This is an optimization exercise on Yosys and OpenROAD, whose aim is small area and a short achievable clock period, not a production implementation. At most, simulation tests tie the RTL to the original design; equivalence was not proved. Power and IR drop assume default switching activity.

==> flow/design.v <==
`timescale 1ns / 1ps
module execute(
    input clk,
    input [1:0] ctlwb_in, ctlm_in,
    input [31:0] npc, rdata1, rdata2, s_extend,
    input [4:0] instr_2016, instr_1511,
    input [1:0] alu_op,
    input [5:0] funct,
    input alusrc, regdst,
    output reg [1:0] ctlwb_out, ctlm_out,
    output reg [31:0] adder_out, alu_result_out, rdata2_out,
    output reg [4:0] muxout_out
);
    wire rtype    = (alu_op == 2'b10);
    wire f_add    = rtype & (funct == 6'b100000);
    wire f_sub    = rtype & (funct == 6'b100010);
    wire op_and   = rtype & (funct == 6'b100100);
    wire op_or    = rtype & (funct == 6'b100101);
    wire op_slt   = rtype & (funct == 6'b101010);
    wire op_arith = (alu_op == 2'b00) | (alu_op == 2'b01) | f_add | f_sub;
    wire sub      = alu_op[0] | (alu_op[1] & funct[1]);
    wire [31:0] ax = rdata1 ^ {32{sub}};
    wire [31:0] b  = alusrc ? s_extend : rdata2;
    wire [31:0] ag = ax & b;
    wire [31:0] at = ax | b;
    wire [31:0] ah = ax ^ b;
    reg [31:0] g, t;
    integer i, j;
    always @(*) begin
        g = ag;
        t = at;
        for (i = 0; i < 5; i = i + 1)
            for (j = (2 << i) - 1; j < 32; j = j + (2 << i)) begin
                g[j] = g[j] | (t[j] & g[j - (1 << i)]);
                t[j] = t[j] & t[j - (1 << i)];
            end
        for (i = 3; i >= 0; i = i - 1)
            for (j = (3 << i) - 1; j < 32; j = j + (2 << i)) begin
                g[j] = g[j] | (t[j] & g[j - (1 << i)]);
                t[j] = t[j] & t[j - (1 << i)];
            end
    end
    wire [31:0] c  = {g[30:0], 1'b0};
    wire        lt = g[31];
    wire [31:0] hs  = ah ^ {32{sub}};
    wire [31:0] lg  = ({32{op_and}} & ag) | ({32{op_or}} & at);
    wire [31:0] r0  = ({32{op_arith}} & hs) | lg;
    wire [31:0] r1  = ({32{op_arith}} & ~hs) | lg;
    wire [31:0] alu_result = (c & r1) | (~c & r0) | {31'b0, op_slt & lt};
    wire [31:0] bg0 = npc & s_extend;
    wire [31:0] bp0 = npc ^ s_extend;
    reg  [31:0] bg, bp;
    integer l, k;
    always @(*) begin
        bg = bg0;
        bp = bp0;
        for (l = 0; l < 5; l = l + 1)
            for (k = (2 << l) - 1; k < 32; k = k + (2 << l)) begin
                bg[k] = bg[k] | (bp[k] & bg[k - (1 << l)]);
                bp[k] = bp[k] & bp[k - (1 << l)];
            end
        for (l = 3; l >= 0; l = l - 1)
            for (k = (3 << l) - 1; k < 32; k = k + (2 << l)) begin
                bg[k] = bg[k] | (bp[k] & bg[k - (1 << l)]);
                bp[k] = bp[k] & bp[k - (1 << l)];
            end
    end
    wire [31:0] branch = bp0 ^ {bg[30:0], 1'b0};
    always @(posedge clk) begin
        ctlwb_out      <= ctlwb_in;
        ctlm_out       <= ctlm_in;
        adder_out      <= branch;
        alu_result_out <= alu_result;
        rdata2_out     <= rdata2;
        muxout_out     <= regdst ? instr_1511 : instr_2016;
    end
endmodule
Settings: LEC_CHECK=0, CAP_MARGIN=20, CORE_MARGIN=2, CORE_UTILIZATION=40, GPL_TIMING_DRIVEN=0, SETUP_SLACK_MARGIN=1.2, SLEW_MARGIN=20, TNS_END_PERCENT=0; clock period 3.6 ns.
standard.sh (not shown) runs the stock make flow with config.mk's settings and CLKGATE_MAP_FILE= SYNTH_SCRIPT=/design/flow/synth_recipe.tcl, a recipe that flattens the netlist after the stock synthesis.
==> flow/flow/run.sh <==
#!/bin/bash
# The standard layout (standard.sh) with: synthesis through flow/synth.tcl
# (ABC mapping script flow/abc.script, no full/half-adder cell extraction),
# and plain buf_1 cells as the port buffers.
set -euo pipefail
cd "$(dirname "$0")/.."
export MY_ABC_SCRIPT=$PWD/flow/abc.script
bash standard.sh SYNTH_SCRIPT=$PWD/flow/synth.tcl ADDER_MAP_FILE= BUFFER_PORTS_ARGS="-buffer_cell sky130_fd_sc_hd__buf_1"  finish > standard.log 2>&1
==> flow/flow/abc.script <==
strash
dch -f
map -D 1600
topo
buffer -c
upsize -c
dnsize -c
==> flow/flow/synth.tcl <==
# The standard synthesis (synth_recipe.tcl), with ABC's mapping script
# replaced by flow/abc.script (delay-driven mapping).
proc synth {args} { yosys synth -nofsm -noshare {*}$args }
proc abc {args} {
  set i [lsearch $args -script]
  if {$i >= 0} { lset args [expr {$i+1}] $::env(MY_ABC_SCRIPT) }
  yosys abc {*}$args
}
source $::env(SCRIPTS_DIR)/synth.tcl
# left out here: clear keep_hierarchy, flatten, clean up, hide names made inside functions, write 1_2_yosys.v
Then changed:
--- a/flow/design.v
+++ b/flow/design.v
@@ -16,11 +16,11 @@
     wire f_sub    = rtype & (funct == 6'b100010);
     wire op_and   = rtype & (funct == 6'b100100);
     wire op_or    = rtype & (funct == 6'b100101);
     wire op_slt   = rtype & (funct == 6'b101010);
     wire op_arith = (alu_op == 2'b00) | (alu_op == 2'b01) | f_add | f_sub;
-    wire sub      = alu_op[0] | (alu_op[1] & funct[1]);
+    wire sub      = (alu_op == 2'b01) | f_sub | op_slt;
     wire [31:0] ax = rdata1 ^ {32{sub}};
     wire [31:0] b  = alusrc ? s_extend : rdata2;
     wire [31:0] ag = ax & b;
     wire [31:0] at = ax | b;
     wire [31:0] ah = ax ^ b;
@@ -28,19 +28,15 @@
     integer i, j;
     always @(*) begin
         g = ag;
         t = at;
         for (i = 0; i < 5; i = i + 1)
-            for (j = (2 << i) - 1; j < 32; j = j + (2 << i)) begin
-                g[j] = g[j] | (t[j] & g[j - (1 << i)]);
-                t[j] = t[j] & t[j - (1 << i)];
-            end
-        for (i = 3; i >= 0; i = i - 1)
-            for (j = (3 << i) - 1; j < 32; j = j + (2 << i)) begin
-                g[j] = g[j] | (t[j] & g[j - (1 << i)]);
-                t[j] = t[j] & t[j - (1 << i)];
-            end
+            for (j = 0; j < 32; j = j + 1)
+                if (j[i]) begin
+                    g[j] = g[j] | (t[j] & g[((j >> i) << i) - 1]);
+                    t[j] = t[j] & t[((j >> i) << i) - 1];
+                end
     end
     wire [31:0] c  = {g[30:0], 1'b0};
     wire        lt = g[31];
     wire [31:0] hs  = ah ^ {32{sub}};
     wire [31:0] lg  = ({32{op_and}} & ag) | ({32{op_or}} & at);
Effect: The changed run passed the timing, design-rule and antenna checks. First-iteration DRC count went up by about 33%. Worst hold slack gets worse by 0.0040 ns. Utilization went up by 1.1 points. Total power went up by 2.4%. Clock power went up by about 1%. Sequential share of layout area went down by 1.7 points. Final area went up by about 7%.
No functional check of the RTL was part of the second run of this note.

what the ideal ports hide:
No port has a modelled driver above. Below, the same layouts with a new extraction and two added sets of constraints. Step 1: set_driving_cell puts a clkbuf_16 on clk and a buf_2 on each other input, an assumption about the parent block. Step 2, shift: input delay + t, output delay - t, t = (earliest + latest rising clock arrival at the registers) / 2. This alone moves slack from input paths to output paths. Three values: ideal ports, drivers, drivers and shift; two values: the first two.
| run | shift t [ns] | setup WS [ns] | slew at the worst register clock pin (ns) | worst data-port slew with drivers (ns) | cell pins on the clock port's net |
|---|---|---|---|---|---|
| the first run | 0.394 | 0.969 / 0.965 / 0.572 | 0.08 / 0.08 | 0.07 | 1 |
| the second run | 0.398 | 0.678 / 0.701 / 0.304 | 0.08 / 0.08 | 0.06 | 1 |
After both steps setup and hold are still met in every run listed. The setup slack of the first run, which loses most, moves by -0.004 ns with the drivers and by -0.397 ns with both steps.
